This is an optimization exercise on Yosys and OpenROAD, whose aim is small area, a short achievable clock period and few clock cycles, not a production implementation.
The RTL was checked by simulation tests, not by an equivalence proof against the original design.
Power is estimated from default activity; no workload was simulated.

==> design.v <==
module SET ( clk , rst, en, central, radius, mode, busy, valid, candidate );
input clk, rst;
input en;
input [23:0] central;
input [11:0] radius;
input [1:0] mode;
output busy;
output reg valid;
output [7:0] candidate;
function [3:0] dist0; input [4:0] i;
  case (i)
    5'd0: dist0 = 4'd1;
    5'd1: dist0 = 4'd5;
    5'd2: dist0 = 4'd0;
    5'd3: dist0 = 4'd4;
    5'd4: dist0 = 4'd1;
    5'd5: dist0 = 4'd3;
    5'd6: dist0 = 4'd2;
    5'd7: dist0 = 4'd2;
    5'd8: dist0 = 4'd3;
    5'd9: dist0 = 4'd1;
    5'd10: dist0 = 4'd4;
    5'd11: dist0 = 4'd0;
    5'd12: dist0 = 4'd5;
    5'd13: dist0 = 4'd1;
    5'd14: dist0 = 4'd6;
    5'd15: dist0 = 4'd2;
    5'd16: dist0 = 4'd7;
    5'd17: dist0 = 4'd3;
    5'd18: dist0 = 4'd8;
    5'd19: dist0 = 4'd4;
    5'd20: dist0 = 4'd9;
    5'd21: dist0 = 4'd5;
    5'd22: dist0 = 4'd10;
    5'd23: dist0 = 4'd6;
    5'd24: dist0 = 4'd11;
    5'd25: dist0 = 4'd7;
    5'd26: dist0 = 4'd12;
    5'd27: dist0 = 4'd8;
    5'd28: dist0 = 4'd13;
    5'd29: dist0 = 4'd9;
    5'd30: dist0 = 4'd14;
    5'd31: dist0 = 4'd10;
    default: dist0 = 4'd0;
  endcase
endfunction
function [3:0] dist1; input [4:0] i;
  case (i)
    5'd0: dist1 = 4'd2;
    5'd1: dist1 = 4'd6;
    5'd2: dist1 = 4'd1;
    5'd3: dist1 = 4'd5;
    5'd4: dist1 = 4'd0;
    5'd5: dist1 = 4'd4;
    5'd6: dist1 = 4'd1;
    5'd7: dist1 = 4'd3;
    5'd8: dist1 = 4'd2;
    5'd9: dist1 = 4'd2;
    5'd10: dist1 = 4'd3;
    5'd11: dist1 = 4'd1;
    5'd12: dist1 = 4'd4;
    5'd13: dist1 = 4'd0;
    5'd14: dist1 = 4'd5;
    5'd15: dist1 = 4'd1;
    5'd16: dist1 = 4'd6;
    5'd17: dist1 = 4'd2;
    5'd18: dist1 = 4'd7;
    5'd19: dist1 = 4'd3;
    5'd20: dist1 = 4'd8;
    5'd21: dist1 = 4'd4;
    5'd22: dist1 = 4'd9;
    5'd23: dist1 = 4'd5;
    5'd24: dist1 = 4'd10;
    5'd25: dist1 = 4'd6;
    5'd26: dist1 = 4'd11;
    5'd27: dist1 = 4'd7;
    5'd28: dist1 = 4'd12;
    5'd29: dist1 = 4'd8;
    5'd30: dist1 = 4'd13;
    5'd31: dist1 = 4'd9;
    default: dist1 = 4'd0;
  endcase
endfunction
function [3:0] dist2; input [4:0] i;
  case (i)
    5'd0: dist2 = 4'd3;
    5'd1: dist2 = 4'd7;
    5'd2: dist2 = 4'd2;
    5'd3: dist2 = 4'd6;
    5'd4: dist2 = 4'd1;
    5'd5: dist2 = 4'd5;
    5'd6: dist2 = 4'd0;
    5'd7: dist2 = 4'd4;
    5'd8: dist2 = 4'd1;
    5'd9: dist2 = 4'd3;
    5'd10: dist2 = 4'd2;
    5'd11: dist2 = 4'd2;
    5'd12: dist2 = 4'd3;
    5'd13: dist2 = 4'd1;
    5'd14: dist2 = 4'd4;
    5'd15: dist2 = 4'd0;
    5'd16: dist2 = 4'd5;
    5'd17: dist2 = 4'd1;
    5'd18: dist2 = 4'd6;
    5'd19: dist2 = 4'd2;
    5'd20: dist2 = 4'd7;
    5'd21: dist2 = 4'd3;
    5'd22: dist2 = 4'd8;
    5'd23: dist2 = 4'd4;
    5'd24: dist2 = 4'd9;
    5'd25: dist2 = 4'd5;
    5'd26: dist2 = 4'd10;
    5'd27: dist2 = 4'd6;
    5'd28: dist2 = 4'd11;
    5'd29: dist2 = 4'd7;
    5'd30: dist2 = 4'd12;
    5'd31: dist2 = 4'd8;
    default: dist2 = 4'd0;
  endcase
endfunction
function [3:0] dist3; input [4:0] i;
  case (i)
    5'd0: dist3 = 4'd4;
    5'd1: dist3 = 4'd8;
    5'd2: dist3 = 4'd3;
    5'd3: dist3 = 4'd7;
    5'd4: dist3 = 4'd2;
    5'd5: dist3 = 4'd6;
    5'd6: dist3 = 4'd1;
    5'd7: dist3 = 4'd5;
    5'd8: dist3 = 4'd0;
    5'd9: dist3 = 4'd4;
    5'd10: dist3 = 4'd1;
    5'd11: dist3 = 4'd3;
    5'd12: dist3 = 4'd2;
    5'd13: dist3 = 4'd2;
    5'd14: dist3 = 4'd3;
    5'd15: dist3 = 4'd1;
    5'd16: dist3 = 4'd4;
    5'd17: dist3 = 4'd0;
    5'd18: dist3 = 4'd5;
    5'd19: dist3 = 4'd1;
    5'd20: dist3 = 4'd6;
    5'd21: dist3 = 4'd2;
    5'd22: dist3 = 4'd7;
    5'd23: dist3 = 4'd3;
    5'd24: dist3 = 4'd8;
    5'd25: dist3 = 4'd4;
    5'd26: dist3 = 4'd9;
    5'd27: dist3 = 4'd5;
    5'd28: dist3 = 4'd10;
    5'd29: dist3 = 4'd6;
    5'd30: dist3 = 4'd11;
    5'd31: dist3 = 4'd7;
    default: dist3 = 4'd0;
  endcase
endfunction
wire [3:0] xa = central[23:20], ya = central[19:16], ra = radius[11:8];
wire [3:0] xb = central[15:12], yb = central[11:8],  rb = radius[7:4];
wire [3:0] xc = central[7:4],   yc = central[3:0],   rc = radius[3:0];
wire bempty = (mode == 2'd0);
wire cempty = (mode == 2'd1);
wire call = ~mode[0];
wire [63:0] ma, mb, mc;
wire [4:0] ga0;
chordm u_cha0 (.i({dist0({ya, 1'b0}), ra}), .o(ga0));
wire [4:0] ha0 = ga0;
rowm u_rma0 (.i({xa, ha0}), .o(ma[7:0]));
wire [4:0] ga1;
chordm u_cha1 (.i({dist1({ya, 1'b0}), ra}), .o(ga1));
wire [4:0] ha1 = ga1;
rowm u_rma1 (.i({xa, ha1}), .o(ma[15:8]));
wire [4:0] ga2;
chordm u_cha2 (.i({dist2({ya, 1'b0}), ra}), .o(ga2));
wire [4:0] ha2 = ga2;
rowm u_rma2 (.i({xa, ha2}), .o(ma[23:16]));
wire [4:0] ga3;
chordm u_cha3 (.i({dist3({ya, 1'b0}), ra}), .o(ga3));
wire [4:0] ha3 = ga3;
rowm u_rma3 (.i({xa, ha3}), .o(ma[31:24]));
wire [4:0] ga4;
chordm u_cha4 (.i({dist0({ya, 1'b1}), ra}), .o(ga4));
wire [4:0] ha4 = ga4;
rowm u_rma4 (.i({xa, ha4}), .o(ma[39:32]));
wire [4:0] ga5;
chordm u_cha5 (.i({dist1({ya, 1'b1}), ra}), .o(ga5));
wire [4:0] ha5 = ga5;
rowm u_rma5 (.i({xa, ha5}), .o(ma[47:40]));
wire [4:0] ga6;
chordm u_cha6 (.i({dist2({ya, 1'b1}), ra}), .o(ga6));
wire [4:0] ha6 = ga6;
rowm u_rma6 (.i({xa, ha6}), .o(ma[55:48]));
wire [4:0] ga7;
chordm u_cha7 (.i({dist3({ya, 1'b1}), ra}), .o(ga7));
wire [4:0] ha7 = ga7;
rowm u_rma7 (.i({xa, ha7}), .o(ma[63:56]));
wire [4:0] gb0;
chordm u_chb0 (.i({dist0({yb, 1'b0}), rb}), .o(gb0));
wire [4:0] hb0 = {gb0[4] & ~bempty, gb0[3:0]};
rowm u_rmb0 (.i({xb, hb0}), .o(mb[7:0]));
wire [4:0] gb1;
chordm u_chb1 (.i({dist1({yb, 1'b0}), rb}), .o(gb1));
wire [4:0] hb1 = {gb1[4] & ~bempty, gb1[3:0]};
rowm u_rmb1 (.i({xb, hb1}), .o(mb[15:8]));
wire [4:0] gb2;
chordm u_chb2 (.i({dist2({yb, 1'b0}), rb}), .o(gb2));
wire [4:0] hb2 = {gb2[4] & ~bempty, gb2[3:0]};
rowm u_rmb2 (.i({xb, hb2}), .o(mb[23:16]));
wire [4:0] gb3;
chordm u_chb3 (.i({dist3({yb, 1'b0}), rb}), .o(gb3));
wire [4:0] hb3 = {gb3[4] & ~bempty, gb3[3:0]};
rowm u_rmb3 (.i({xb, hb3}), .o(mb[31:24]));
wire [4:0] gb4;
chordm u_chb4 (.i({dist0({yb, 1'b1}), rb}), .o(gb4));
wire [4:0] hb4 = {gb4[4] & ~bempty, gb4[3:0]};
rowm u_rmb4 (.i({xb, hb4}), .o(mb[39:32]));
wire [4:0] gb5;
chordm u_chb5 (.i({dist1({yb, 1'b1}), rb}), .o(gb5));
wire [4:0] hb5 = {gb5[4] & ~bempty, gb5[3:0]};
rowm u_rmb5 (.i({xb, hb5}), .o(mb[47:40]));
wire [4:0] gb6;
chordm u_chb6 (.i({dist2({yb, 1'b1}), rb}), .o(gb6));
wire [4:0] hb6 = {gb6[4] & ~bempty, gb6[3:0]};
rowm u_rmb6 (.i({xb, hb6}), .o(mb[55:48]));
wire [4:0] gb7;
chordm u_chb7 (.i({dist3({yb, 1'b1}), rb}), .o(gb7));
wire [4:0] hb7 = {gb7[4] & ~bempty, gb7[3:0]};
rowm u_rmb7 (.i({xb, hb7}), .o(mb[63:56]));
wire [4:0] gc0;
chordm u_chc0 (.i({dist0({yc, 1'b0}), rc}), .o(gc0));
wire [4:0] hc0 = {(gc0[4] & ~cempty) | call, gc0[3:0] | {4{call}}};
rowm u_rmc0 (.i({xc, hc0}), .o(mc[7:0]));
wire [4:0] gc1;
chordm u_chc1 (.i({dist1({yc, 1'b0}), rc}), .o(gc1));
wire [4:0] hc1 = {(gc1[4] & ~cempty) | call, gc1[3:0] | {4{call}}};
rowm u_rmc1 (.i({xc, hc1}), .o(mc[15:8]));
wire [4:0] gc2;
chordm u_chc2 (.i({dist2({yc, 1'b0}), rc}), .o(gc2));
wire [4:0] hc2 = {(gc2[4] & ~cempty) | call, gc2[3:0] | {4{call}}};
rowm u_rmc2 (.i({xc, hc2}), .o(mc[23:16]));
wire [4:0] gc3;
chordm u_chc3 (.i({dist3({yc, 1'b0}), rc}), .o(gc3));
wire [4:0] hc3 = {(gc3[4] & ~cempty) | call, gc3[3:0] | {4{call}}};
rowm u_rmc3 (.i({xc, hc3}), .o(mc[31:24]));
wire [4:0] gc4;
chordm u_chc4 (.i({dist0({yc, 1'b1}), rc}), .o(gc4));
wire [4:0] hc4 = {(gc4[4] & ~cempty) | call, gc4[3:0] | {4{call}}};
rowm u_rmc4 (.i({xc, hc4}), .o(mc[39:32]));
wire [4:0] gc5;
chordm u_chc5 (.i({dist1({yc, 1'b1}), rc}), .o(gc5));
wire [4:0] hc5 = {(gc5[4] & ~cempty) | call, gc5[3:0] | {4{call}}};
rowm u_rmc5 (.i({xc, hc5}), .o(mc[47:40]));
wire [4:0] gc6;
chordm u_chc6 (.i({dist2({yc, 1'b1}), rc}), .o(gc6));
wire [4:0] hc6 = {(gc6[4] & ~cempty) | call, gc6[3:0] | {4{call}}};
rowm u_rmc6 (.i({xc, hc6}), .o(mc[55:48]));
wire [4:0] gc7;
chordm u_chc7 (.i({dist3({yc, 1'b1}), rc}), .o(gc7));
wire [4:0] hc7 = {(gc7[4] & ~cempty) | call, gc7[3:0] | {4{call}}};
rowm u_rmc7 (.i({xc, hc7}), .o(mc[63:56]));
wire [63:0] hit = (ma & mb & ~mc) | (ma & ~mb & mc) | (~ma & mb & mc);
reg [6:0] cs0;
reg [6:0] cs1;
reg [6:0] cs2;
reg [6:0] cs3;
reg [6:0] cs4;
reg [6:0] cs5;
wire pc1;
wire pc2;
assign pc1 = hit[0] ^ hit[10] ^ hit[11];
assign pc2 = (hit[0] & hit[10]) | (hit[0] & hit[11]) | (hit[10] & hit[11]);
wire pc3;
wire pc4;
assign pc3 = hit[12] ^ hit[13] ^ hit[14];
assign pc4 = (hit[12] & hit[13]) | (hit[12] & hit[14]) | (hit[13] & hit[14]);
wire pc5;
wire pc6;
assign pc5 = hit[15] ^ hit[16] ^ hit[17];
assign pc6 = (hit[15] & hit[16]) | (hit[15] & hit[17]) | (hit[16] & hit[17]);
wire pc7;
wire pc8;
assign pc7 = hit[18] ^ hit[19] ^ hit[1];
assign pc8 = (hit[18] & hit[19]) | (hit[18] & hit[1]) | (hit[19] & hit[1]);
wire pc9;
wire pc10;
assign pc9 = hit[20] ^ hit[21] ^ hit[22];
assign pc10 = (hit[20] & hit[21]) | (hit[20] & hit[22]) | (hit[21] & hit[22]);
wire pc11;
wire pc12;
assign pc11 = hit[23] ^ hit[24] ^ hit[25];
assign pc12 = (hit[23] & hit[24]) | (hit[23] & hit[25]) | (hit[24] & hit[25]);
wire pc13;
wire pc14;
assign pc13 = hit[26] ^ hit[27] ^ hit[28];
assign pc14 = (hit[26] & hit[27]) | (hit[26] & hit[28]) | (hit[27] & hit[28]);
wire pc15;
wire pc16;
assign pc15 = hit[29] ^ hit[2] ^ hit[30];
assign pc16 = (hit[29] & hit[2]) | (hit[29] & hit[30]) | (hit[2] & hit[30]);
wire pc17;
wire pc18;
assign pc17 = hit[31] ^ hit[32] ^ hit[33];
assign pc18 = (hit[31] & hit[32]) | (hit[31] & hit[33]) | (hit[32] & hit[33]);
wire pc19;
wire pc20;
assign pc19 = hit[34] ^ hit[35] ^ hit[36];
assign pc20 = (hit[34] & hit[35]) | (hit[34] & hit[36]) | (hit[35] & hit[36]);
wire pc21;
wire pc22;
assign pc21 = hit[37] ^ hit[38] ^ hit[39];
assign pc22 = (hit[37] & hit[38]) | (hit[37] & hit[39]) | (hit[38] & hit[39]);
wire pc23;
wire pc24;
assign pc23 = hit[3] ^ hit[40] ^ hit[41];
assign pc24 = (hit[3] & hit[40]) | (hit[3] & hit[41]) | (hit[40] & hit[41]);
wire pc25;
wire pc26;
assign pc25 = hit[42] ^ hit[43] ^ hit[44];
assign pc26 = (hit[42] & hit[43]) | (hit[42] & hit[44]) | (hit[43] & hit[44]);
wire pc27;
wire pc28;
assign pc27 = hit[45] ^ hit[46] ^ hit[47];
assign pc28 = (hit[45] & hit[46]) | (hit[45] & hit[47]) | (hit[46] & hit[47]);
wire pc29;
wire pc30;
assign pc29 = hit[48] ^ hit[49] ^ hit[4];
assign pc30 = (hit[48] & hit[49]) | (hit[48] & hit[4]) | (hit[49] & hit[4]);
wire pc31;
wire pc32;
assign pc31 = hit[50] ^ hit[51] ^ hit[52];
assign pc32 = (hit[50] & hit[51]) | (hit[50] & hit[52]) | (hit[51] & hit[52]);
wire pc33;
wire pc34;
assign pc33 = hit[53] ^ hit[54] ^ hit[55];
assign pc34 = (hit[53] & hit[54]) | (hit[53] & hit[55]) | (hit[54] & hit[55]);
wire pc35;
wire pc36;
assign pc35 = hit[56] ^ hit[57] ^ hit[58];
assign pc36 = (hit[56] & hit[57]) | (hit[56] & hit[58]) | (hit[57] & hit[58]);
wire pc37;
wire pc38;
assign pc37 = hit[59] ^ hit[5] ^ hit[60];
assign pc38 = (hit[59] & hit[5]) | (hit[59] & hit[60]) | (hit[5] & hit[60]);
wire pc39;
wire pc40;
assign pc39 = hit[61] ^ hit[62] ^ hit[63];
assign pc40 = (hit[61] & hit[62]) | (hit[61] & hit[63]) | (hit[62] & hit[63]);
wire pc41;
wire pc42;
assign pc41 = hit[6] ^ hit[7] ^ hit[8];
assign pc42 = (hit[6] & hit[7]) | (hit[6] & hit[8]) | (hit[7] & hit[8]);
wire pc43;
wire pc44;
assign pc43 = hit[9] ^ pc1 ^ pc11;
assign pc44 = (hit[9] & pc1) | (hit[9] & pc11) | (pc1 & pc11);
wire pc45;
wire pc46;
assign pc45 = pc13 ^ pc15 ^ pc17;
assign pc46 = (pc13 & pc15) | (pc13 & pc17) | (pc15 & pc17);
wire pc47;
wire pc48;
assign pc47 = pc19 ^ pc21 ^ pc23;
assign pc48 = (pc19 & pc21) | (pc19 & pc23) | (pc21 & pc23);
wire pc49;
wire pc50;
assign pc49 = pc25 ^ pc27 ^ pc29;
assign pc50 = (pc25 & pc27) | (pc25 & pc29) | (pc27 & pc29);
wire pc51;
wire pc52;
assign pc51 = pc3 ^ pc31 ^ pc33;
assign pc52 = (pc3 & pc31) | (pc3 & pc33) | (pc31 & pc33);
wire pc53;
wire pc54;
assign pc53 = pc35 ^ pc37 ^ pc39;
assign pc54 = (pc35 & pc37) | (pc35 & pc39) | (pc37 & pc39);
wire pc55;
wire pc56;
assign pc55 = pc41 ^ pc5 ^ pc7;
assign pc56 = (pc41 & pc5) | (pc41 & pc7) | (pc5 & pc7);
wire pc57;
wire pc58;
assign pc57 = pc9 ^ pc43 ^ pc45;
assign pc58 = (pc9 & pc43) | (pc9 & pc45) | (pc43 & pc45);
wire pc59;
wire pc60;
assign pc59 = pc10 ^ pc12 ^ pc14;
assign pc60 = (pc10 & pc12) | (pc10 & pc14) | (pc12 & pc14);
wire pc61;
wire pc62;
assign pc61 = pc16 ^ pc18 ^ pc2;
assign pc62 = (pc16 & pc18) | (pc16 & pc2) | (pc18 & pc2);
wire pc63;
wire pc64;
assign pc63 = pc20 ^ pc22 ^ pc24;
assign pc64 = (pc20 & pc22) | (pc20 & pc24) | (pc22 & pc24);
wire pc65;
wire pc66;
assign pc65 = pc26 ^ pc28 ^ pc30;
assign pc66 = (pc26 & pc28) | (pc26 & pc30) | (pc28 & pc30);
wire pc67;
wire pc68;
assign pc67 = pc32 ^ pc34 ^ pc36;
assign pc68 = (pc32 & pc34) | (pc32 & pc36) | (pc34 & pc36);
wire pc69;
wire pc70;
assign pc69 = pc38 ^ pc4 ^ pc40;
assign pc70 = (pc38 & pc4) | (pc38 & pc40) | (pc4 & pc40);
wire pc71;
wire pc72;
assign pc71 = pc42 ^ pc6 ^ pc8;
assign pc72 = (pc42 & pc6) | (pc42 & pc8) | (pc6 & pc8);
wire pc73;
wire pc74;
assign pc73 = pc44 ^ pc46 ^ pc48;
assign pc74 = (pc44 & pc46) | (pc44 & pc48) | (pc46 & pc48);
wire pc75;
wire pc76;
assign pc75 = pc50 ^ pc52 ^ pc54;
assign pc76 = (pc50 & pc52) | (pc50 & pc54) | (pc52 & pc54);
wire pc77;
wire pc78;
assign pc77 = pc56 ^ pc59 ^ pc61;
assign pc78 = (pc56 & pc59) | (pc56 & pc61) | (pc59 & pc61);
wire pc79;
wire pc80;
assign pc79 = pc63 ^ pc65 ^ pc67;
assign pc80 = (pc63 & pc65) | (pc63 & pc67) | (pc65 & pc67);
wire pc81;
wire pc82;
assign pc81 = pc69 ^ pc71 ^ pc58;
assign pc82 = (pc69 & pc71) | (pc69 & pc58) | (pc71 & pc58);
wire pc83;
wire pc84;
assign pc83 = pc60 ^ pc62 ^ pc64;
assign pc84 = (pc60 & pc62) | (pc60 & pc64) | (pc62 & pc64);
wire pc85;
wire pc86;
assign pc85 = pc66 ^ pc68 ^ pc70;
assign pc86 = (pc66 & pc68) | (pc66 & pc70) | (pc68 & pc70);
wire pc87;
wire pc88;
assign pc87 = pc72 ^ pc74 ^ pc76;
assign pc88 = (pc72 & pc74) | (pc72 & pc76) | (pc74 & pc76);
always @(posedge clk) begin
  cs0 <= {1'b0,1'b0,1'b0,pc84,pc78,pc73,pc47};
  cs1 <= {1'b0,1'b0,1'b0,pc86,pc80,pc75,pc49};
  cs2 <= {1'b0,1'b0,1'b0,pc88,pc83,pc77,pc51};
  cs3 <= {1'b0,1'b0,1'b0,1'b0,pc85,pc79,pc53};
  cs4 <= {1'b0,1'b0,1'b0,1'b0,pc82,pc81,pc55};
  cs5 <= {1'b0,1'b0,1'b0,1'b0,pc87,1'b0,pc57};
end
assign candidate = {1'b0, cs0 + cs1 + cs2 + cs3 + cs4 + cs5};
always @(posedge clk or posedge rst)
  if (rst) valid <= 1'b0;
  else valid <= en;
assign busy = valid;
endmodule
module chordm(i, o);
  input [7:0] i;
  wire [7:0] i;
  output [4:0] o;
  wire [4:0] o;
  wire _000_;
  wire _001_;
  wire _002_;
  wire _003_;
  wire _004_;
  wire _005_;
  wire _006_;
  wire _007_;
  wire _008_;
  wire _009_;
  wire _010_;
  wire _011_;
  wire _012_;
  wire _013_;
  wire _014_;
  wire _015_;
  wire _016_;
  wire _017_;
  wire _018_;
  wire _019_;
  wire _020_;
  wire _021_;
  wire _022_;
  wire _023_;
  wire _024_;
  wire _025_;
  wire _026_;
  wire _027_;
  wire _028_;
  wire _029_;
  wire _030_;
  wire _031_;
  wire _032_;
  wire _033_;
  wire _034_;
  wire _035_;
  wire _036_;
  wire _037_;
  wire _038_;
  wire _039_;
  wire _040_;
  wire _041_;
  wire _042_;
  wire _043_;
  wire _044_;
  wire _045_;
  wire _046_;
  wire _047_;
  wire _048_;
  wire _049_;
  wire _050_;
  wire _051_;
  wire _052_;
  wire _053_;
  wire _054_;
  wire _055_;
  wire _056_;
  wire _057_;
  wire _058_;
  wire _059_;
  wire _060_;
  wire _061_;
  wire _062_;
  wire _063_;
  wire _064_;
  wire _065_;
  wire _066_;
  wire _067_;
  wire _068_;
  wire _069_;
  wire _070_;
  wire _071_;
  wire _072_;
  wire _073_;
  wire _074_;
  wire _075_;
  wire _076_;
  wire _077_;
  wire _078_;
  wire _079_;
  wire _080_;
  wire _081_;
  wire _082_;
  wire _083_;
  wire _084_;
  wire _085_;
  wire _086_;
  wire _087_;
  wire _088_;
  wire _089_;
  assign _007_ = ~i[2];
  assign _008_ = ~i[6];
  assign _009_ = i[0] & ~(i[4]);
  assign _010_ = i[5] & ~(i[1]);
  assign _011_ = i[1] | ~(i[4]);
  assign _012_ = _011_ & ~(_010_);
  assign _013_ = ~((_012_ | _009_) & _008_);
  assign _014_ = i[4] | ~(i[1]);
  assign _015_ = i[5] | ~(i[0]);
  assign _016_ = ~((_014_ & i[6]) | _015_);
  assign _017_ = i[7] & ~(_016_);
  assign _018_ = ~((_017_ & _013_) | _007_);
  assign _019_ = ~(_018_ & i[0]);
  assign _020_ = i[5] | ~(i[1]);
  assign _021_ = ~(_020_ & _012_);
  assign _022_ = _021_ & ~(_019_);
  assign _023_ = ~((_018_ & i[0]) | _021_);
  assign _024_ = ~((_020_ & i[6]) | _007_);
  assign _025_ = i[4] | ~(i[0]);
  assign _026_ = ~(_020_ & _025_);
  assign _027_ = i[6] & ~(i[2]);
  assign _028_ = ~(_027_ | _010_);
  assign _029_ = ~((_028_ & _026_) | _024_);
  assign _030_ = ~(i[7] & i[3]);
  assign _031_ = ~(_030_ | _029_);
  assign _032_ = i[0] | ~(i[4]);
  assign _033_ = ~(_011_ | i[5]);
  assign _034_ = _033_ | _032_;
  assign _035_ = ~((_034_ | _018_) & _031_);
  assign _036_ = _035_ | _023_;
  assign _037_ = i[6] & ~(_009_);
  assign _038_ = ~((_037_ & _032_) | _029_);
  assign _039_ = ~(_038_ | i[3]);
  assign _040_ = i[4] & ~(i[2]);
  assign _041_ = i[0] | ~(i[5]);
  assign _042_ = _040_ & ~(_041_);
  assign _043_ = _042_ | _008_;
  assign _044_ = i[1] | ~(i[5]);
  assign _045_ = _025_ & ~(_044_);
  assign _046_ = i[4] & ~(i[0]);
  assign _047_ = ~((_046_ | _007_) & _045_);
  assign _048_ = _040_ | _015_;
  assign _049_ = ~(i[3] & i[1]);
  assign _050_ = ~(i[3] ^ i[1]);
  assign _051_ = _048_ ? _049_ : _050_;
  assign _052_ = ~((_051_ & _047_) | _043_);
  assign _053_ = ~(_041_ & _032_);
  assign _054_ = _053_ | i[6];
  assign _055_ = ~i[7];
  assign _056_ = i[6] | ~(i[1]);
  assign _057_ = ~((_041_ & _032_) | _056_);
  assign _058_ = _055_ & ~(_057_);
  assign _059_ = ~((_054_ | i[1]) & _058_);
  assign _060_ = _059_ | _052_;
  assign _061_ = _060_ | _039_;
  assign o[1] = ~((_036_ | _022_) & _061_);
  assign _062_ = _014_ & ~(i[0]);
  assign _063_ = ~((_062_ & o[1]) | i[7]);
  assign _064_ = i[6] & ~(_012_);
  assign _065_ = ~_064_;
  assign _066_ = ~((_065_ & _063_) | _018_);
  assign o[3] = i[3] & ~(_066_);
  assign _067_ = _056_ | _015_;
  assign _068_ = _067_ & ~(_066_);
  assign _069_ = _031_ & ~(_068_);
  assign _070_ = ~((_027_ | _044_) & i[3]);
  assign _071_ = _070_ & ~(_024_);
  assign _072_ = ~((_044_ & _007_) | _071_);
  assign _073_ = ~_072_;
  assign _074_ = ~(_073_ & o[1]);
  assign _075_ = _066_ & ~(_074_);
  assign _076_ = _063_ & ~(_073_);
  assign _077_ = _076_ | _075_;
  assign o[2] = _077_ | _069_;
  assign _078_ = _025_ | i[5];
  assign _079_ = _078_ & ~(_054_);
  assign _080_ = i[4] & ~(i[3]);
  assign _081_ = ~((_080_ & _010_) | _079_);
  assign _082_ = ~((_075_ | _055_) & _081_);
  assign _083_ = _014_ | _007_;
  assign _084_ = _015_ & ~(_083_);
  assign _085_ = _033_ | i[6];
  assign _086_ = ~((_085_ | _084_) & _031_);
  assign _087_ = ~(_015_ & _014_);
  assign _088_ = i[2] ? _011_ : _087_;
  assign _089_ = i[3] & ~(i[7]);
  assign _000_ = _089_ & ~(_048_);
  assign _001_ = _041_ & ~(_000_);
  assign _002_ = _043_ | ~(_047_);
  assign _003_ = ~((_001_ & _088_) | _002_);
  assign _004_ = _003_ | _039_;
  assign o[0] = ~((_086_ & _082_) | _004_);
  assign _005_ = i[7] & ~(i[3]);
  assign _006_ = ~((_032_ & _028_) | _089_);
  assign o[4] = ~((_006_ & _029_) | _005_);
endmodule
module rowm(i, o);
  input [8:0] i;
  wire [8:0] i;
  output [7:0] o;
  wire [7:0] o;
  wire _000_;
  wire _001_;
  wire _002_;
  wire _003_;
  wire _004_;
  wire _005_;
  wire _006_;
  wire _007_;
  wire _008_;
  wire _009_;
  wire _010_;
  wire _011_;
  wire _012_;
  wire _013_;
  wire _014_;
  wire _015_;
  wire _016_;
  wire _017_;
  wire _018_;
  wire _019_;
  wire _020_;
  wire _021_;
  wire _022_;
  wire _023_;
  wire _024_;
  wire _025_;
  wire _026_;
  wire _027_;
  wire _028_;
  wire _029_;
  wire _030_;
  wire _031_;
  wire _032_;
  wire _033_;
  wire _034_;
  wire _035_;
  wire _036_;
  wire _037_;
  wire _038_;
  wire _039_;
  wire _040_;
  wire _041_;
  wire _042_;
  wire _043_;
  wire _044_;
  wire _045_;
  wire _046_;
  wire _047_;
  wire _048_;
  wire _049_;
  wire _050_;
  wire _051_;
  wire _052_;
  wire _053_;
  wire _054_;
  wire _055_;
  wire _056_;
  wire _057_;
  wire _058_;
  wire _059_;
  wire _060_;
  wire _061_;
  wire _062_;
  wire _063_;
  wire _064_;
  wire _065_;
  wire _066_;
  wire _067_;
  wire _068_;
  wire _069_;
  wire _070_;
  wire _071_;
  wire _072_;
  wire _073_;
  assign _000_ = ~(i[2] | i[3]);
  assign _001_ = ~_000_;
  assign _002_ = ~(i[6] | i[1]);
  assign _003_ = ~_002_;
  assign _004_ = ~(i[5] | i[0]);
  assign _005_ = i[6] & i[1];
  assign _006_ = _004_ & ~(_005_);
  assign _007_ = ~_006_;
  assign _008_ = ~((_007_ & _003_) | _001_);
  assign _009_ = i[8] & ~(i[3]);
  assign _010_ = ~_009_;
  assign _011_ = i[1] & ~(i[6]);
  assign _012_ = ~((_011_ & i[2]) | _010_);
  assign _013_ = i[4] & ~(_012_);
  assign _014_ = i[0] & ~(i[5]);
  assign _015_ = ~i[2];
  assign _016_ = i[6] & ~(i[1]);
  assign _017_ = i[5] & ~(i[0]);
  assign _018_ = ~(_017_ | _016_);
  assign _019_ = ~(_018_ | _011_);
  assign _020_ = i[4] & ~(_019_);
  assign _021_ = _020_ & ~(_015_);
  assign _022_ = ~((_021_ & _014_) | _013_);
  assign _023_ = ~(_022_ | _008_);
  assign _024_ = ~_023_;
  assign _025_ = _015_ & ~(_011_);
  assign _026_ = _025_ & ~(_014_);
  assign _027_ = _019_ & ~(_001_);
  assign _028_ = i[7] | ~(i[4]);
  assign _029_ = _028_ | _027_;
  assign _030_ = _029_ | _026_;
  assign _031_ = i[7] | i[3];
  assign _032_ = _031_ | i[8];
  assign _033_ = i[2] & ~(_002_);
  assign _034_ = ~((_033_ & _007_) | _032_);
  assign o[6] = ~((_030_ & _024_) | _034_);
  assign _035_ = ~_017_;
  assign _036_ = ~((_016_ & _015_) | _009_);
  assign _037_ = i[3] & ~(i[8]);
  assign _038_ = _037_ | _036_;
  assign _039_ = ~(_038_ | _035_);
  assign _040_ = _039_ | _012_;
  assign _041_ = ~i[3];
  assign _042_ = i[2] & ~(_016_);
  assign _043_ = ~_042_;
  assign _044_ = ~((_043_ & _017_) | _025_);
  assign _045_ = _041_ & ~(_044_);
  assign _046_ = ~((_045_ | i[7]) & _040_);
  assign _047_ = i[5] & i[0];
  assign _048_ = _047_ | _005_;
  assign _049_ = _048_ | _001_;
  assign _050_ = ~((_049_ | _003_) & i[4]);
  assign _051_ = _033_ | _032_;
  assign _052_ = _015_ & ~(_005_);
  assign _053_ = _047_ & ~(_052_);
  assign _054_ = ~(_053_ | _051_);
  assign _055_ = _054_ | _050_;
  assign o[5] = _046_ & ~(_055_);
  assign _056_ = ~(_033_ | _031_);
  assign _057_ = ~((_052_ | _004_) & _056_);
  assign _058_ = ~((_038_ | _014_) & _013_);
  assign _059_ = ~((_045_ & _006_) | _058_);
  assign _060_ = _014_ & ~(_025_);
  assign _061_ = _043_ & ~(_060_);
  assign _062_ = ~((_061_ & _041_) | _029_);
  assign o[4] = _059_ ? _057_ : _062_;
  assign _063_ = ~((_023_ | _021_) & _049_);
  assign _064_ = ~(_020_ & i[7]);
  assign _065_ = _036_ & ~(_026_);
  assign _066_ = i[7] & ~(_037_);
  assign _067_ = _066_ & ~(_065_);
  assign _068_ = _038_ & _020_;
  assign _069_ = _067_ & ~(_068_);
  assign o[3] = ~((_064_ & _063_) | _069_);
  assign o[2] = ~((_064_ & _024_) | _067_);
  assign _070_ = ~(_044_ & _010_);
  assign _071_ = ~((_070_ & _066_) | _040_);
  assign o[1] = _071_ & ~(_050_);
  assign _072_ = ~((_061_ | _009_) & _066_);
  assign o[0] = _072_ & _059_;
  assign _073_ = ~((_048_ & _033_) | _032_);
  assign o[7] = ~((_063_ & _029_) | _073_);
endmodule
==> flow/run.sh <==
#!/bin/bash
# Layout: the standard flow (standard.sh) with one change: buffer_ports
# puts a sky130_fd_sc_hd__buf_4 on every input and output port instead of the
# slow delay-cell buffer it picks by default. Every port still gets a buffer.
set -e
export BUFFER_PORTS_ARGS="-buffer_cell sky130_fd_sc_hd__buf_4"
bash standard.sh finish > standard.log 2>&1
==> standard.sh <==
#!/bin/bash
# synth_recipe.tcl (not shown) runs the flow's synth.tcl, then flattens the netlist and writes it again
# the make line also repeats each setting of config.mk as NAME=value (left out here)
make -C /OpenROAD-flow-scripts/flow DESIGN_CONFIG=/design/flow/config.mk WORK_HOME=/design/flow/orfs CLKGATE_MAP_FILE= SYNTH_SCRIPT=/design/flow/synth_recipe.tcl "${@:-finish}"
==> config.mk <==
export PLATFORM = sky130hd
export DESIGN_NAME = SET
export DESIGN_NICKNAME = SET
export VERILOG_FILES = /design/flow/design.v
export SDC_FILE = /design/flow/constraint.sdc
export NUM_CORES = 4
export LEC_CHECK = 0
export ABC_AREA = 1
export CAP_MARGIN = 20
export CORE_MARGIN = 2
export CORE_UTILIZATION = 60
export SETUP_SLACK_MARGIN = 1.5
export SLEW_MARGIN = 20
==> constraint.sdc <==
create_clock -name core_clock -period 9.0 [get_ports {clk}]
set_input_delay 1.8000 -clock core_clock [delete_from_list [all_inputs] [get_ports {clk}]]
set_output_delay 1.8000 -clock core_clock [all_outputs]
set_load 0.01 [all_outputs]
==> impl_metrics.yaml, run 1 <==
worst_setup_path:
  crit_slowest_cell: "a31oi_2"
  arrival_ps: 7350
  start_kind: "input port"
  cp_max_fo: 37
  timing.critical_path.mode_cell: "nand2_1"
  slowest_delay_ps: 610
  worstPathRequired_ps: 9130
  critPathKind: "input port to flop"
  crit_path_end_kind: "flop"
logic_synthesis:
  netlist_instances: 5166
  yosysUniqueCellTypes: 76
  synth_edf_count: 0
  yosysWarnings: 1
  yosysSeqAreaShare_pct: 1.729
  synth_nets: 5273
  synth_area_um2: 24610
  synth-seq-cells: 21
  ys.flop_type: "dfxtp_1"
  avgSynthCellArea_um2: 4.764
  async_reset_ff_share_pct: 4.762
timing:
  fin_worst_hold_slack_ps: 1383
  min_period_ps: 7220
  period_share_pct: 80.22
  slew_headroom_pct: 22.37
  finalHoldViolCount: 0
  clock.fmax_ghz: 0.1385
  setup-tns-final_ps: 0
  grt_setup_unrepaired: "no"
  maxSlewViolCount: 0
  tightest_slew_ps: 1159
  setup_viol: 0
floorplanning:
  die_h_um: 206.5
  num_rows: 74
  ios: 51
  dieArea_um2: 42650
  coreArea_um2: 40650
  initial_core_util_pct: 60.55
  fp.dieW_um: 206.5
final_layout:
  area_delta_synth_final_pct: 4.072
  nets: 5229
  ff_latch_area_um2: 425.4
  final_common_cell: "nand2_1"
  fillers: 4324
  drive_gt1_share_pct: 9.686
  multiInputGateArea_um2: 20610
  final_cell_mix: "nand2_1, inv_1, nor2_1, nand3_1, a21oi_1"
clock_tree:
  numCtsBuffers: 3
  hold_buffers: 0
  h-tree-depth: 1
  clock-sinks: 21
  root_buffer: "clkbuf_16"
  cts_tree: "built"
  clkSlewWorstSetupHoldPaths_ps: 60
  cts_buffer_depth: 2
job:
  drv_cap: 0
global_route:
  antenna_found_initial: 4
  grt_max_degree: 44
  grt_pass1_wl_um: 153500
  grt_pass1_vias: 29340
  grt_overflow: 0
  grtUsageTotal_pct: 44.94
place:
  place_congestion: 1.084
  numPortBuffers: 49
  hpwlAfterDp_um: 77530
power_and_ir_drop:
  power.leakage_nw: 14.31
  power_density_nw_per_um2: 171.9
  vdd.ir_drop.worst_mv: 0.4823
  power_mw: 4.402
detailed_routing:
  ant_nets: 0
  drc: 0
  via_per_inst: 5.947
  avgRoutedWirePerCell_um: 17.36
  vias: 33630
  drtIter0Drc: 4343
  routed_wirelength_um: 98150
  drt-pass1-iter-count: 10
worst_hold_path:
  hold_path.class: "input port to asynchronous set/reset pin"
run_status:
  status: "complete, no violations"
==> what timing repair did <==
action / CTS / global route
hold endpoints to repair: 0 / 0
setup buffers: 0 / 18
setup endpoints to repair: 0 / 15
gates resized for setup: 0 / 91
==> area by class of cell <==
type,count,share of cell area [%]
Inverter,836,12.53
Sequential cell,21,1.661
Timing Repair inverter,2,0.03908
Antenna cell,2,0.01954
Timing Repair Buffer,75,2.359
Multi-Input combinational cell,4183,80.48
Tap cell,532,2.599
Clock buffer,3,0.2931
Clock inverter,1,0.01954
==> cell families after synthesis <==
| group | after synthesis | share of synthesized area (%) |
|---|---|---|
| AOI/OAI and AO/OA | 932 | 22.09 |
| and+or+nand+nor | 3171 | 55.24 |
| DFF | 21 | 1.728 |
| adders and majority gates | 68 | 5.150 |
| other | 1 | 0.01524 |
| muxes | 7 | 0.2898 |
| buffers and inverters | 962 | 15.34 |
| xor gates and xnor gates | 4 | 0.1424 |
==> sequential cells by signal (all words and copies together) (netlist names) <==
register and cells:
cs4 3, cs3 3, cs1 4, cs5 2, cs2 4, valid 1, cs0 4
==> worst max-delay path: cells and delay by family <==
family	cells	cell delay [ps]
and+or+nand+nor	22	2110
AOI/OAI and AO/OA	2	760
adders and majority gates	4	1860
buffers and inverters	6	800
==> cells in the mapped netlist (23+ instances only) <==
library cell / instances / area share [%]
nand4_1: 65 / 1.7
clkbuf_1: 67 / 1.0
fa_1: 56 / 4.6
nand2_1: 1773 / 27
inv_2: 77 / 1.2
a31oi_1: 32 / 0.81
inv_1: 739 / 11
nand2_2: 95 / 2.4
o21ai_1: 101 / 2.1
nor2_1: 667 / 10
nor3_1: 46 / 0.94
nand3_1: 363 / 7.4
o211ai_1: 23 / 0.70
o21ai_0: 282 / 5.7
a21oi_2: 25 / 0.89
nor2_2: 44 / 1.1
a21oi_1: 292 / 5.9
nand3_2: 26 / 1.1
==> layer usage <==
layer	part of all wire, %	global-route usage (%)	vias up
met2	41	67.82	2287
met4	6.3	24.67	4
li1	-	-	16380
met5	0.033	0	-
met1	39	57.95	14550
met3	14	12.17	417
==> report_power, final <==
part	leakage [nW]	switching (mW)	internal, mW
combinational	14.1	2.67	1.45
clock	0.0409	0.0335	0.0596
sequential	0.180	0.0264	0.168
total	14.3	2.73	1.67
==> path summary, 6_finish.rpt <==
path | start | end | slack, ps | cells past startpoint
setup / recovery | radius[2] | cs5[2] | 1780 | 34
hold / removal | rst | valid | 1380 | 2
max in group asynchronous | rst | valid | 7530 | 2
min in group core_clock | en | valid | 1650 | 1
==> per-stage QoR <==
| stage | cell area [µm²] | cells | util, % | worst slack, ps |
|---|---|---|---|---|
| after CTS | 25160 | 5632 | 61.89 | 1605 |
| after global placement | 25080 | 5628 | 61.69 | 1339 |
| after global routing | 25610 | 5653 | 63.00 | 1416 |
| after detailed placement | 25080 | 5628 | 61.69 | 1357 |
| after floorplan | 24610 | 5166 | - | 2631 |
| final | 25610 | 5655 | 63.01 | 1780 |
Testbench counts, summed over its fixed seeds: cycles 328.
==> run 2, diff against run 1 <==
--- a/design.v
+++ b/design.v
@@ -265,6 +265,8 @@
 reg [6:0] cs3;
 reg [6:0] cs4;
 reg [6:0] cs5;
+reg [6:0] cs6;
+reg [6:0] cs7;
 wire pc1;
 wire pc2;
 assign pc1 = hit[0] ^ hit[10] ^ hit[11];
@@ -379,77 +381,59 @@
 assign pc56 = (pc41 & pc5) | (pc41 & pc7) | (pc5 & pc7);
 wire pc57;
 wire pc58;
-assign pc57 = pc9 ^ pc43 ^ pc45;
-assign pc58 = (pc9 & pc43) | (pc9 & pc45) | (pc43 & pc45);
+assign pc57 = pc10 ^ pc12 ^ pc14;
+assign pc58 = (pc10 & pc12) | (pc10 & pc14) | (pc12 & pc14);
 wire pc59;
 wire pc60;
-assign pc59 = pc10 ^ pc12 ^ pc14;
-assign pc60 = (pc10 & pc12) | (pc10 & pc14) | (pc12 & pc14);
+assign pc59 = pc16 ^ pc18 ^ pc2;
+assign pc60 = (pc16 & pc18) | (pc16 & pc2) | (pc18 & pc2);
 wire pc61;
 wire pc62;
-assign pc61 = pc16 ^ pc18 ^ pc2;
-assign pc62 = (pc16 & pc18) | (pc16 & pc2) | (pc18 & pc2);
+assign pc61 = pc20 ^ pc22 ^ pc24;
+assign pc62 = (pc20 & pc22) | (pc20 & pc24) | (pc22 & pc24);
 wire pc63;
 wire pc64;
-assign pc63 = pc20 ^ pc22 ^ pc24;
-assign pc64 = (pc20 & pc22) | (pc20 & pc24) | (pc22 & pc24);
+assign pc63 = pc26 ^ pc28 ^ pc30;
+assign pc64 = (pc26 & pc28) | (pc26 & pc30) | (pc28 & pc30);
 wire pc65;
 wire pc66;
-assign pc65 = pc26 ^ pc28 ^ pc30;
-assign pc66 = (pc26 & pc28) | (pc26 & pc30) | (pc28 & pc30);
+assign pc65 = pc32 ^ pc34 ^ pc36;
+assign pc66 = (pc32 & pc34) | (pc32 & pc36) | (pc34 & pc36);
 wire pc67;
 wire pc68;
-assign pc67 = pc32 ^ pc34 ^ pc36;
-assign pc68 = (pc32 & pc34) | (pc32 & pc36) | (pc34 & pc36);
+assign pc67 = pc38 ^ pc4 ^ pc40;
+assign pc68 = (pc38 & pc4) | (pc38 & pc40) | (pc4 & pc40);
 wire pc69;
 wire pc70;
-assign pc69 = pc38 ^ pc4 ^ pc40;
-assign pc70 = (pc38 & pc4) | (pc38 & pc40) | (pc4 & pc40);
+assign pc69 = pc42 ^ pc6 ^ pc8;
+assign pc70 = (pc42 & pc6) | (pc42 & pc8) | (pc6 & pc8);
 wire pc71;
 wire pc72;
-assign pc71 = pc42 ^ pc6 ^ pc8;
-assign pc72 = (pc42 & pc6) | (pc42 & pc8) | (pc6 & pc8);
+assign pc71 = pc44 ^ pc46 ^ pc48;
+assign pc72 = (pc44 & pc46) | (pc44 & pc48) | (pc46 & pc48);
 wire pc73;
 wire pc74;
-assign pc73 = pc44 ^ pc46 ^ pc48;
-assign pc74 = (pc44 & pc46) | (pc44 & pc48) | (pc46 & pc48);
+assign pc73 = pc50 ^ pc52 ^ pc54;
+assign pc74 = (pc50 & pc52) | (pc50 & pc54) | (pc52 & pc54);
 wire pc75;
 wire pc76;
-assign pc75 = pc50 ^ pc52 ^ pc54;
-assign pc76 = (pc50 & pc52) | (pc50 & pc54) | (pc52 & pc54);
+assign pc75 = pc56 ^ pc57 ^ pc59;
+assign pc76 = (pc56 & pc57) | (pc56 & pc59) | (pc57 & pc59);
 wire pc77;
 wire pc78;
-assign pc77 = pc56 ^ pc59 ^ pc61;
-assign pc78 = (pc56 & pc59) | (pc56 & pc61) | (pc59 & pc61);
-wire pc79;
-wire pc80;
-assign pc79 = pc63 ^ pc65 ^ pc67;
-assign pc80 = (pc63 & pc65) | (pc63 & pc67) | (pc65 & pc67);
-wire pc81;
-wire pc82;
-assign pc81 = pc69 ^ pc71 ^ pc58;
-assign pc82 = (pc69 & pc71) | (pc69 & pc58) | (pc71 & pc58);
-wire pc83;
-wire pc84;
-assign pc83 = pc60 ^ pc62 ^ pc64;
-assign pc84 = (pc60 & pc62) | (pc60 & pc64) | (pc62 & pc64);
-wire pc85;
-wire pc86;
-assign pc85 = pc66 ^ pc68 ^ pc70;
-assign pc86 = (pc66 & pc68) | (pc66 & pc70) | (pc68 & pc70);
-wire pc87;
-wire pc88;
-assign pc87 = pc72 ^ pc74 ^ pc76;
-assign pc88 = (pc72 & pc74) | (pc72 & pc76) | (pc74 & pc76);
+assign pc77 = pc58 ^ pc60 ^ pc62;
+assign pc78 = (pc58 & pc60) | (pc58 & pc62) | (pc60 & pc62);
 always @(posedge clk) begin
-  cs0 <= {1'b0,1'b0,1'b0,pc84,pc78,pc73,pc47};
-  cs1 <= {1'b0,1'b0,1'b0,pc86,pc80,pc75,pc49};
-  cs2 <= {1'b0,1'b0,1'b0,pc88,pc83,pc77,pc51};
-  cs3 <= {1'b0,1'b0,1'b0,1'b0,pc85,pc79,pc53};
-  cs4 <= {1'b0,1'b0,1'b0,1'b0,pc82,pc81,pc55};
-  cs5 <= {1'b0,1'b0,1'b0,1'b0,pc87,1'b0,pc57};
+  cs0 <= {1'b0,1'b0,1'b0,pc78,pc64,pc61,pc9};
+  cs1 <= {1'b0,1'b0,1'b0,1'b0,pc66,pc63,pc43};
+  cs2 <= {1'b0,1'b0,1'b0,1'b0,pc68,pc65,pc45};
+  cs3 <= {1'b0,1'b0,1'b0,1'b0,pc70,pc67,pc47};
+  cs4 <= {1'b0,1'b0,1'b0,1'b0,pc72,pc69,pc49};
+  cs5 <= {1'b0,1'b0,1'b0,1'b0,pc74,pc71,pc51};
+  cs6 <= {1'b0,1'b0,1'b0,1'b0,pc76,pc73,pc53};
+  cs7 <= {1'b0,1'b0,1'b0,1'b0,pc77,pc75,pc55};
 end
-assign candidate = {1'b0, cs0 + cs1 + cs2 + cs3 + cs4 + cs5};
+assign candidate = {1'b0, cs0 + cs1 + cs2 + cs3 + cs4 + cs5 + cs6 + cs7};
 always @(posedge clk or posedge rst)
   if (rst) valid <= 1'b0;
   else valid <= en;
==> run 2 against run 1 <==
  * First-iteration DRC count increased by 1.3%
  * Sequential share of layout area rose by 0.46 points
  * Synthesized area down 1.7%
  * Utilization shrank 0.61 points
  * Clock-buffer cell count up 1
==> impl_metrics.yaml, run 2 <==
detailed_routing:
  drtIter0Drc: 4401
  avgRoutedWirePerCell_um: 17.14
  vias: 33680
  routed_wirelength_um: 96410
  drc: 0
  via_per_inst: 5.989
  drt-pass1-iter-count: 10
  ant_nets: 0
place:
  numPortBuffers: 49
  hpwlAfterDp_um: 76460
  dp_slack_ps: 1660
  placed_area_um2: 24660
  place_congestion: 1.112
  place_inst: 5616
worst_setup_path:
  cp_max_fo: 33
  timing.critical_path.mode_cell: "nand2_1"
  worstPathRequired_ps: 9150
  slowest_delay_ps: 640
  crit_slowest_cell: "a21oi_1"
  cp.buffers_inverters: 6
  cp_top_family: "simple AND/OR/NAND/NOR gates"
  critPathKind: "input port to flop"
  crit_path_end_kind: "flop"
  start_kind: "input port"
  arrival_ps: 7450
logic_synthesis:
  synth-seq-cells: 26
  yosysWarnings: 1
  avgSynthCellArea_um2: 4.679
  synth_nets: 5278
  synth_edf_count: 0
  synth_area_um2: 24190
  netlist_instances: 5170
  synthTopCellsByCount: "nand2_1, inv_1, nor2_1, nand3_1, a21oi_1"
  ys.flop_type: "dfxtp_1"
  async_reset_ff_share_pct: 3.846
  synth_top_area_share_pct: 27.93
  yosysSeqAreaShare_pct: 2.172
  synth.area.top_cells: "nand2_1, inv_1, nor2_1"
  yosysMostFrequentCell: "nand2_1"
  yosys.area.top_type: "nand2_1"
  yosysUniqueCellTypes: 73
floorplanning:
  fp.dieW_um: 204.8
  dieArea_um2: 41940
  ios: 51
  initial_core_util_pct: 60.88
  coreArea_um2: 39730
  die_h_um: 204.8
  num_rows: 73
clock_tree:
  clock-sinks: 26
  cts_buffer_depth: 2
  clkSlewWorstSetupHoldPaths_ps: 80
  root_buffer: "clkbuf_16"
  cts_tree: "built"
  numCtsBuffers: 3
  h-tree-depth: 1
power_and_ir_drop:
  vdd.ir_drop.worst_mv: 0.5880
  power_mw: 4.834
  power.leakage_nw: 14.16
  power_density_nw_per_um2: 194.9
timing:
  clock.fmax_ghz: 0.1370
  maxSlewViolCount: 0
  finalHoldViolCount: 0
  setup_viol: 0
  fin_worst_hold_slack_ps: 1365
  period_share_pct: 81.13
  tightest_slew_ps: 1007
  setup_slack_ps: 1698
  setup-tns-final_ps: 0
  slew_headroom_pct: 32.59
  min_period_ps: 7302
  grt_setup_unrepaired: "yes"
worst_hold_path:
  hold_path.class: "input port to asynchronous set/reset pin"
final_layout:
  final_area_um2: 24790
  largest_reg_flops: 4
  final_cell_mix: "nand2_1, inv_1, nor2_1, nand3_1, a21oi_1"
  final_common_cell: "nand2_1"
  instances_no_fill: 5624
  nets: 5208
  antenna_cells: 0
  regMostFlops: "cs0"
  final_core_util_pct: 62.40
  drive_gt1_share_pct: 6.001
  area_delta_synth_final_pct: 2.493
  fillers: 4303
global_route:
  grt_pass1_vias: 29560
  grt_max_degree: 45
  grtUsageTotal_pct: 44.53
  antenna_found_initial: 0
  grt_pass1_wl_um: 151100
  grt_overflow: 0
job:
  drv_cap: 0
run_status:
  status: "complete, no violations"
-- run 2: cell count changes after synthesis, moves of 10 or more --
cell	before	now
nand3_2	26	9
a31oi_1	32	21
nand3_1	363	435
o21ai_2	20	5
nor2_4	14	3
a21oi_1	292	319
nand2_4	16	4
a32o_1	4	16
buf_1	17	27
nand2_1	1773	1800
o21ai_0	282	256
nand2_2	95	68
-- run 2: worst max-delay path by stage --
stage / startpoint / end / slack [ps] / cells after the start
after floorplan: central[1] / cs7[1] / 3030 / 34
after global placement: radius[6] / cs7[1] / 1680 / 33
after detailed placement: radius[10] / cs5[1] / 1660 / 25
after CTS: radius[10] / cs5[1] / 1930 / 25
after global routing: radius[5] / cs6[1] / 1460 / 32
final: radius[1] / cs6[1] / 1700 / 29
-- run 2: area by class of cell --
| type | instances | area (µm²) | share of cell area, % |
|---|---|---|---|
| multi-input cells | 4177 | 19940 | 80.41 |
| repair buffers | 57 | 427.9 | 1.726 |
| inverters | 833 | 3148 | 12.70 |
| flip-flops and latches | 26 | 525.5 | 2.119 |
| repair inverters | 2 | 10.01 | 0.04037 |
| clock buffers | 4 | 88.84 | 0.3583 |
| well taps | 525 | 656.9 | 2.649 |
-- run 2: routing by layer --
metal	vias to the layer above	GRT usage, %	part of all wire [%]
li1	16400	-	-
met1	14560	59.20	39
met2	2321	67.52	41
met3	401	9.290	14
met4	0	23.01	6.0
met5	-	0	0
-- run 2: power by group --
part / total, mW / internal (mW) / switching [mW]
Clock: 0.117 / 0.0684 / 0.0491
Combinational: 4.48 / 1.70 / 2.78
Sequential: 0.233 / 0.196 / 0.0374
Total: 4.83 / 1.96 / 2.87
-- run 2: kinds of logic (layout without fill, tap and decap cells) --
kind of cell / after synthesis / count (layout) / share of synthesized area (%)
simple gates: 3191 / 3191 / 55.03
buf+inv: 967 / 896 / 15.43
compound gates: 905 / 905 / 21.64
fa+ha+maj: 69 / 69 / 5.296
flops: 26 / 26 / 2.172
xor+xnor: 7 / 7 / 0.2534
mux: 4 / 4 / 0.1655
other cells: 1 / 1 / 0.01550
-- run 2: repair_timing --
item                                   4_1_cts  5_1_grt
endpoints found under the hold margin        0        0
hold buffers                                 0        0
resized for setup                            0        6
buffers inserted                             0        2
setup endpoints to repair                    0        8
Testbench counts of run 2, summed over its fixed seeds: cycles 328.
==> run 3, diff against run 2 <==
--- a/config.mk
+++ b/config.mk
@@ -9,5 +9,4 @@
 export CAP_MARGIN = 20
 export CORE_MARGIN = 2
 export CORE_UTILIZATION = 60
-export SETUP_SLACK_MARGIN = 1.5
 export SLEW_MARGIN = 20
==> run 3 against run 2 <==
  * Via count decreased by 0.16%
  * Highest routed layer unchanged
  * Maximum frequency decreased by 2.0%
  * Sequential share of layout area about the same
  * Critical endpoint is now cs5[1]
==> impl_metrics.yaml, run 3 <==
worst_setup_path:
  crit_path_end_kind: "flop"
  cp_max_fo: 31
  start_kind: "input port"
  slowest_delay_ps: 710
  timing.critical_path.mode_cell: "nand2_1"
  worstPathRequired_ps: 9150
  critPathKind: "input port to flop"
  arrival_ps: 7600
  crit_slowest_cell: "inv_1"
worst_hold_path:
  hold_path.class: "input port to asynchronous set/reset pin"
global_route:
  grt_overflow: 0
  antenna_found_initial: 0
  grt_pass1_vias: 29560
  grtUsageTotal_pct: 44.53
  grt_pass1_wl_um: 151100
  grt_max_degree: 45
floorplanning:
  dieArea_um2: 41940
  die_h_um: 204.8
  initial_core_util_pct: 60.88
  ios: 51
  num_rows: 73
  fp.dieW_um: 204.8
  coreArea_um2: 39730
logic_synthesis:
  synthTopCellsByCount: "nand2_1, inv_1, nor2_1, nand3_1, a21oi_1"
  synth_nets: 5278
  async_reset_ff_share_pct: 3.846
  yosys.area.top_type: "nand2_1"
  synth_top_area_share_pct: 27.93
  yosysMostFrequentCell: "nand2_1"
  synth_edf_count: 0
  yosysWarnings: 1
  yosysSeqAreaShare_pct: 2.172
  synth.area.top_cells: "nand2_1, inv_1, nor2_1"
  synth-seq-cells: 26
  synth_area_um2: 24190
  yosysUniqueCellTypes: 73
  ys.flop_type: "dfxtp_1"
  avgSynthCellArea_um2: 4.679
  netlist_instances: 5170
run_status:
  status: "complete, no violations"
final_layout:
  fillers: 4306
  instances_no_fill: 5620
  antenna_cells: 0
  area_delta_synth_final_pct: 2.312
  largest_reg_flops: 4
  ff_latch_area_um2: 525.5
  drive_gt1_share_pct: 5.829
  regMostFlops: "cs0"
  final_cell_mix: "nand2_1, inv_1, nor2_1, nand3_1, a21oi_1"
  multiInputGateArea_um2: 19930
  final_common_cell: "nand2_1"
  nets: 5204
place:
  place_inst: 5616
  place_congestion: 1.112
  hpwlAfterDp_um: 76460
  numPortBuffers: 49
  dp_slack_ps: 1660
job:
  drv_cap: 0
detailed_routing:
  avgRoutedWirePerCell_um: 17.10
  drtIter0Drc: 4395
  routed_wirelength_um: 96080
  drc: 0
  vias: 33630
  ant_nets: 0
  via_per_inst: 5.983
  drt-pass1-iter-count: 9
power_and_ir_drop:
  vdd.ir_drop.worst_mv: 0.5892
  power.leakage_nw: 14.17
  power_density_nw_per_um2: 195.2
clock_tree:
  numCtsBuffers: 3
  clock-sinks: 26
  h-tree-depth: 1
  cts_setup_buffers: 0
  cts_tree: "built"
  hold_buffers: 0
  cts_buffer_depth: 2
  clkSlewWorstSetupHoldPaths_ps: 80
  ctsResizeCount: 0
  root_buffer: "clkbuf_16"
timing:
  slew_headroom_pct: 27.56
  setup-tns-final_ps: 0
  period_share_pct: 82.78
  setup_viol: 0
  min_period_ps: 7451
  tightest_slew_ps: 1075
  maxSlewViolCount: 0
  finalHoldViolCount: 0
  setup_slack_ps: 1549
  clock.fmax_ghz: 0.1342
  grt_setup_unrepaired: "no"
  fin_worst_hold_slack_ps: 1370
run 3: cell counts after synthesis:
No cell type changed its count.
run 3: final cells by class:
cell class	count	share of cell area, %
clock buffer	4	0.3589
multi-input combinational	4177	80.54
sequential	26	2.123
tap	525	2.654
timing repair buffer	55	1.668
inverter	833	12.66
run 3: worst max-delay path by stage:
stage,from,endpoint,slack [ps],cells after the start
final,radius[10],cs5[1],1550,25
after global routing,radius[6],cs6[1],1150,27
after CTS,radius[10],cs5[1],1930,25
after detailed placement,radius[10],cs5[1],1660,25
after global placement,radius[6],cs7[1],1680,33
after floorplan,central[1],cs7[1],3030,34
run 3: kinds of logic after synthesis:
family | synth area share, %
adders and majority gates | 5.296
AOI/OAI and AO/OA | 21.64
muxes | 0.1655
buffers and inverters | 15.43
DFF | 2.172
and+or+nand+nor | 55.03
other | 0.01550
xor gates and xnor gates | 0.2534
run 3: per-layer routing:
layer | GRT usage, % | vias to the layer above | routed length, µm
met2 | 67.52 | 2369 | 39220
met5 | 0 | - | 0
li1 | - | 16370 | -
met1 | 59.20 | 14480 | 37760
met3 | 9.290 | 406 | 13300
met4 | 23.01 | 0 | 5792
run 3: report_power, final:
group | internal [mW] | switching, mW | leakage [nW]
registers | 0.196 | 0.0371 | 0.222
clock network | 0.0684 | 0.0478 | 0.0442
logic | 1.70 | 2.78 | 13.9
run 3: per-stage QoR:
step,util [%],power [mW],cell area [µm²]
after floorplan,-,3.154,24190
after global placement,62.07,4.548,24660
after detailed placement,62.07,4.608,24660
after CTS,62.29,4.745,24750
after global routing,62.29,5.354,24750
final,62.29,4.830,24750
run 3: critical path: cells and delay by family:
kind                       cells  cell delay (ps)
AOI/OAI and AO/OA              4              910
buffers and inverters          5             1320
and+or+nand+nor               12             2000
adders and majority gates      4             1530

## static timing again, ports no longer ideal
The results above use ideal ports. As a check the final layouts listed here were re-extracted and re-timed, cells and wires unchanged. Step 1 assumes that a clkbuf_16 drives the clock port and a buf_2 every other input. Step 2, shift: input delay + t, output delay - t, t = (earliest + latest rising clock arrival at the registers) / 2. This alone moves slack from input paths to output paths. a / b / c = no drivers / after step 1 / after step 2; a / b = the first two.
run | shift t [ns] | setup slack, ns | hold slack, ns
run 1 | 0.279 | 1.780 / 1.771 / 1.492 | 1.383 / 1.374 / 1.653
run 2 | 0.311 | 1.698 / 1.718 / 1.407 | 1.365 / 1.343 / 1.654
run 3 | 0.308 | 1.549 / 1.570 / 1.262 | 1.370 / 1.348 / 1.656
After both steps setup and hold are still met in every run listed. The setup slack of run 2, which loses most, moves by +0.020 ns with the drivers and by -0.291 ns with both steps.
